Background: an optimization exercise with open tools, aiming at small area. Do not read the settings as production practice.
In this exercise RTL edits were held to simulation tests only and were not proved equivalent to the original.
Power is estimated from default activity; no workload was simulated.

--- flow/run.sh ---
#!/bin/bash
# synth_recipe.tcl (not shown) runs the flow's synth.tcl, then flattens the netlist and writes it again
# the make line also repeats each setting of config.mk as NAME=value (left out here)
make -C /OpenROAD-flow-scripts/flow DESIGN_CONFIG=/design/flow/config.mk WORK_HOME=/design/flow/orfs CLKGATE_MAP_FILE= SYNTH_SCRIPT=/design/flow/synth_recipe.tcl finish
--- flow/config.mk ---
export PLATFORM = sky130hd
export DESIGN_NAME = vending_machine
export DESIGN_NICKNAME = vending_machine
export VERILOG_FILES = /design/flow/design.v
export SDC_FILE = /design/flow/constraint.sdc
export NUM_CORES = 4
export LEC_CHECK = 0
export CAP_MARGIN = 20
export CORE_MARGIN = 2
export CORE_UTILIZATION = 40
export SLEW_MARGIN = 20
--- flow/constraint.sdc ---
create_clock -name core_clock -period 7.0 [get_ports {clk}]
set_input_delay 1.4000 -clock core_clock [delete_from_list [all_inputs] [get_ports {clk}]]
set_output_delay 1.4000 -clock core_clock [all_outputs]
set_load 0.01 [all_outputs]
--- flow/design.v ---
module vending_machine (
	clk,							 
	reset_n,						 
	i_input_coin,				 
	i_select_item,				 
	i_trigger_return,			 
	o_available_item,			 
	o_output_item,			 
	o_return_coin				 
);
	input clk;
	input reset_n;
	input [3-1:0] i_input_coin;
	input [4-1:0] i_select_item;
	input i_trigger_return;
	output reg [4-1:0] o_available_item;
	output reg [4-1:0] o_output_item;
	output reg [3-1:0] o_return_coin;
	wire [31:0] kkItemPrice [4-1:0];	 
	wire [31:0] kkCoinValue [3-1:0];	 
	assign kkItemPrice[0] = 400;
	assign kkItemPrice[1] = 500;
	assign kkItemPrice[2] = 1000;
	assign kkItemPrice[3] = 2000;
	assign kkCoinValue[0] = 100;
	assign kkCoinValue[1] = 500;
	assign kkCoinValue[2] = 1000;
	reg [31-1:0] current_total;
	reg [3:0] stopwatch;                         
	reg returning;                               
	reg [31-1:0] current_total_nxt;
	reg [4-1:0] withdrawl_items_nxt;
	reg [3:0] stopwatch_nxt;
	reg returning_nxt;
	reg action;                                  
	always @(*) begin
		current_total_nxt = current_total;
		withdrawl_items_nxt = 0;
		stopwatch_nxt = stopwatch;
		returning_nxt = returning;
		action = 0;
		if (returning) begin
			stopwatch_nxt = 10;
			if (current_total >= kkCoinValue[2][31-1:0])
				current_total_nxt = current_total - kkCoinValue[2][31-1:0];
			else if (current_total >= kkCoinValue[1][31-1:0])
				current_total_nxt = current_total - kkCoinValue[1][31-1:0];
			else if (current_total >= kkCoinValue[0][31-1:0])
				current_total_nxt = current_total - kkCoinValue[0][31-1:0];
			else
				returning_nxt = 0;
		end
		else if (i_trigger_return) begin
			returning_nxt = 1;
			stopwatch_nxt = 10;
		end
		else begin
			action = 1;
			if (i_input_coin[0])
				current_total_nxt = current_total + kkCoinValue[0][31-1:0];
			else if (i_input_coin[1])
				current_total_nxt = current_total + kkCoinValue[1][31-1:0];
			else if (i_input_coin[2])
				current_total_nxt = current_total + kkCoinValue[2][31-1:0];
			else if (i_select_item[0]) begin
				if (current_total >= kkItemPrice[0][31-1:0]) begin
					current_total_nxt = current_total - kkItemPrice[0][31-1:0];
					withdrawl_items_nxt[0] = 1;
				end
			end
			else if (i_select_item[1]) begin
				if (current_total >= kkItemPrice[1][31-1:0]) begin
					current_total_nxt = current_total - kkItemPrice[1][31-1:0];
					withdrawl_items_nxt[1] = 1;
				end
			end
			else if (i_select_item[2]) begin
				if (current_total >= kkItemPrice[2][31-1:0]) begin
					current_total_nxt = current_total - kkItemPrice[2][31-1:0];
					withdrawl_items_nxt[2] = 1;
				end
			end
			else if (i_select_item[3]) begin
				if (current_total >= kkItemPrice[3][31-1:0]) begin
					current_total_nxt = current_total - kkItemPrice[3][31-1:0];
					withdrawl_items_nxt[3] = 1;
				end
			end
			else
				action = 0;
			if (action || current_total == 0)
				stopwatch_nxt = 10;
			else if (stopwatch == 0) begin
				returning_nxt = 1;
				stopwatch_nxt = 10;
			end
			else
				stopwatch_nxt = stopwatch - 4'd1;
		end
	end
	always @(*) begin
		o_available_item[0] = current_total >= kkItemPrice[0][31-1:0];
		o_available_item[1] = current_total >= kkItemPrice[1][31-1:0];
		o_available_item[2] = current_total >= kkItemPrice[2][31-1:0];
		o_available_item[3] = current_total >= kkItemPrice[3][31-1:0];
		o_return_coin = 0;
		if (returning) begin
			if (current_total >= kkCoinValue[2][31-1:0]) o_return_coin[2] = 1;
			else if (current_total >= kkCoinValue[1][31-1:0]) o_return_coin[1] = 1;
			else if (current_total >= kkCoinValue[0][31-1:0]) o_return_coin[0] = 1;
		end
	end
	always @(posedge clk) begin
		if (!reset_n) begin
			current_total <= 0;
			o_output_item <= 0;
			stopwatch <= 10;
			returning <= 0;
		end
		else begin
			current_total <= current_total_nxt;
			o_output_item <= withdrawl_items_nxt;
			stopwatch <= stopwatch_nxt;
			returning <= returning_nxt;
		end
	end
endmodule
==> flow_summary.yaml <==
global_routing:
  grtUsageMet3: 0.07234
  grt_pass1_wl_um: 56030
  top_usage_layer: "met2"
  met2_usage: 0.5240
  met1_usage: 0.5082
  antenna_found_initial: 1
  track_usage: 0.3646
  grt_max_degree: 42
  grt.overflow.total: 0
  grt_pass1_vias: 8944
synth:
  syn-instance-count: 1135
  ys.flop_type: "dfxtp_1"
  synth_area_leaders: "dfxtp_1 10%, xnor2_1 6.2%, a21oi_1 5.5%, o21ai_0 4.9%, clkbuf_1 4.5%"
  synth_seq_area_share: 0.09969
  synth_seq_cells: 38
  avgSynthCellArea_um2: 6.723
  synth_cell_types: 86
  async_reset_ff_frac: 0
  ys.warnings.count: 1
  synth_edf_count: 0
  syn_area_mm2: 0.007631
  syn-num-nets: 1160
  synth.top_cell.area_share: 0.09969
  yosysTopAreaCell: "dfxtp_1"
floorplanning:
  num_rows: 50
  die_w_um: 142.1
  boundaryPins: 21
  initial_utilization: 0.4080
  fp.dieArea_mm2: 0.02020
  coreArea_mm2: 0.01871
  die_y_um: 142.1
cells_and_area:
  areaGrowthSynthToFinish_pct: 6.296
  drive_gt1_frac: 0.08688
  num_antenna_cells: 0
  final_cell_mix: "84 x a21oi_1, 78 x nor2_1, 77 x nand2_1, 75 x o21ai_0, 55 x nor3_1"
  final_nets: 1106
  layout_commonest_cell: "a21oi_1"
drt:
  via_count: 9994
  post_drt_wl_per_cell_um: 28.60
  dr.first_iter.drc_count: 1949
  ant_nets: 0
  drtPass1Iterations: 6
  drc: 0
  drt_wl_total_um: 37640
  routed_via_density: 7.594
pwr:
  vdd_drop_max_mv: 0.09403
  p_leak_nw: 2.518
  total_power_mw: 1.561
  powerDensity_mw_per_mm2: 192.5
sta:
  rsz0062_at_grt: "false"
  tns_ns: 0
  fmax_ghz: 0.1689
  relSlewSlack: 0.2328
  finClkSkew_ns: 0.008579
  layout_min_cycle_time_ns: 5.922
  hold_violations: 0
  setup_viol: 0
  whs_ns: 0.4448
  period_share: 0.8460
  slew_violations: 0
  tightestPinTransition_ns: 1.147
worst_setup_path:
  startpoint: "current_total[4]"
  rr_worst_depth: 11
  worstPathRequired_ns: 5.60
  r2r_setup_slack_ns: 2.33
  start_kind: "flop"
  regToRegEndpoint: "current_total[19]"
  endpoint: "o_return_coin[2]"
  cp-end-kind: "output pin"
  path_class: "reg2out"
  crit_fanout: 18
  r2r_start: "current_total[4]"
  arrival_ns: 4.52
cts:
  clock-sinks: 38
  hold_buffers: 0
  clk_path_buf_depth: 2
  ctsResizeCount: 0
  insertion_delay_ns: 0.31
  clock-root-buffer: "clkbuf_16"
  path_clk_slew_ns: 0.07
  post_cts_buffers: 0
  cts_made_buffers: 5
  h-tree-depth: 2
  tritoncts: "yes"
hold_path:
  hold_depth: 1
  hold_class: "reg2reg"
placement:
  dp_hpwl_um: 25930
  port_buffers: 20
  place_congestion: 1.046
job:
  maxCapViolCount: 0
outcome:
  status: "no timing/DRC/antenna violations"
## metrics by stage
stage,utilization,cell area (um^2),instances,worst slack (ns)
floorplan,-,7631,1135,3.022
global placement,0.4241,7933,1308,1.761
detailed placement,0.4241,7933,1308,1.564
CTS,0.4332,8103,1316,1.188
global route,0.4336,8112,1316,0.9626
finish,0.4336,8112,1316,1.078
## sequential cells by signal, summed over array words and instances (netlist names)
signal	cells
current_total	29
o_output_item	4
returning	1
stopwatch	4
## how the worst min path moves through the flow
stage / startpoint / endpoint / slack [ns]
6_report: stopwatch[0] / stopwatch[0] / 0.44
5_1_grt: stopwatch[0] / stopwatch[0] / 0.47
4_1_cts: stopwatch[0] / stopwatch[0] / 0.46
3_5_place_dp: stopwatch[0] / stopwatch[0] / 0.44
3_3_place_gp: stopwatch[0] / stopwatch[0] / 0.43
2_1_floorplan: stopwatch[0] / stopwatch[0] / 0.41
## final cells by class
type / instances / area (um^2)
Tap cell: 234 / 292.8
Multi-Input combinational cell: 943 / 6269
Clock inverter: 3 / 45.04
Fill cell: 1949 / 10590
Clock buffer: 5 / 125.1
Inverter: 33 / 123.9
Sequential cell: 38 / 760.7
Timing Repair Buffer: 60 / 495.5
## report_power, final
part           internal, mW  switching [mW]
registers             0.238          0.0837
logic                 0.320           0.628
clock network         0.169           0.124
total                 0.726           0.835
## critical path: stages, from the launching register on
cell and delay (ns):
dfxtp_1 0.78, inv_1 0.30, ha_1 0.39, nor2b_1 0.55
a211oi_4 0.22, and4_1 0.41, buf_4 0.28, inv_2 0.32
nand2_1 0.22, inv_2 0.19, clkdlybuf4s50_1 0.55
## logic make-up (layout without fill, tap and decap cells)
logic type      after synthesis  count (layout)  synth area share
compound gates              422             422            0.3945
fa+ha+maj                    15              15           0.02459
buf+inv                     154             101           0.08001
xor+xnor                     74              74           0.08493
mux                          13              13           0.01771
simple gates                419             419            0.2986
flops                        38              38           0.09969
## cells in the mapped netlist (5+ instances only)
master,number
xor2_1,20
buf_1,14
a31o_2,6
a211o_1,13
nor4_1,21
a21o_1,12
and4_1,10
a2111oi_0,8
o31ai_1,12
o22ai_1,8
or2_2,11
and3_1,10
ha_1,15
a211oi_1,26
nand2_1,77
o32ai_1,7
a221o_1,13
nand4_1,37
nor2b_1,11
o311ai_0,6
a32oi_1,6
or4_1,17
a31oi_1,21
nand2b_1,6
o21ai_1,5
o221ai_1,10
a21boi_0,6
inv_1,27
nor2_1,78
nand3_1,38
a21oi_1,84
dfxtp_1,38
o211ai_1,29
a311oi_1,5
or3_1,19
clkbuf_1,91
buf_2,14
a221oi_1,13
xnor2_1,54
o2111ai_1,6
nor3_1,55
mux2i_1,9
o21ai_0,75
## layer usage
metal  vias up  routed length (um)
met4         0                2476
li1       4289                   -
met3       192                5210
met2       833               15360
met1      4680               14590
met5         -                   0

-- separate check: timing with driven ports --
Ports are ideal in the flow. The routed layout listed here was re-timed in OpenROAD. Step 1 (the two cells are an assumption about what drives the block):
set clk [get_ports {clk}]
set_driving_cell -lib_cell sky130_fd_sc_hd__clkbuf_16 $clk
set_driving_cell -lib_cell sky130_fd_sc_hd__buf_2 [delete_from_list [all_inputs] $clk]
Step 2, shift: input delay + t, output delay - t, t = (earliest + latest rising clock arrival at the registers) / 2. This alone moves slack from input paths to output paths. Slacks: no drivers / after step 1 / after step 2; pairs: no drivers / after step 1.
shift t [ns]: 0.346
setup slack, ns: 1.078 / 1.035 / 1.381
worst register clock-pin slew, ns: 0.07 / 0.07
After both steps this run still meets setup and hold. The setup slack of this run moves by -0.043 ns with the drivers and by +0.303 ns with both steps.
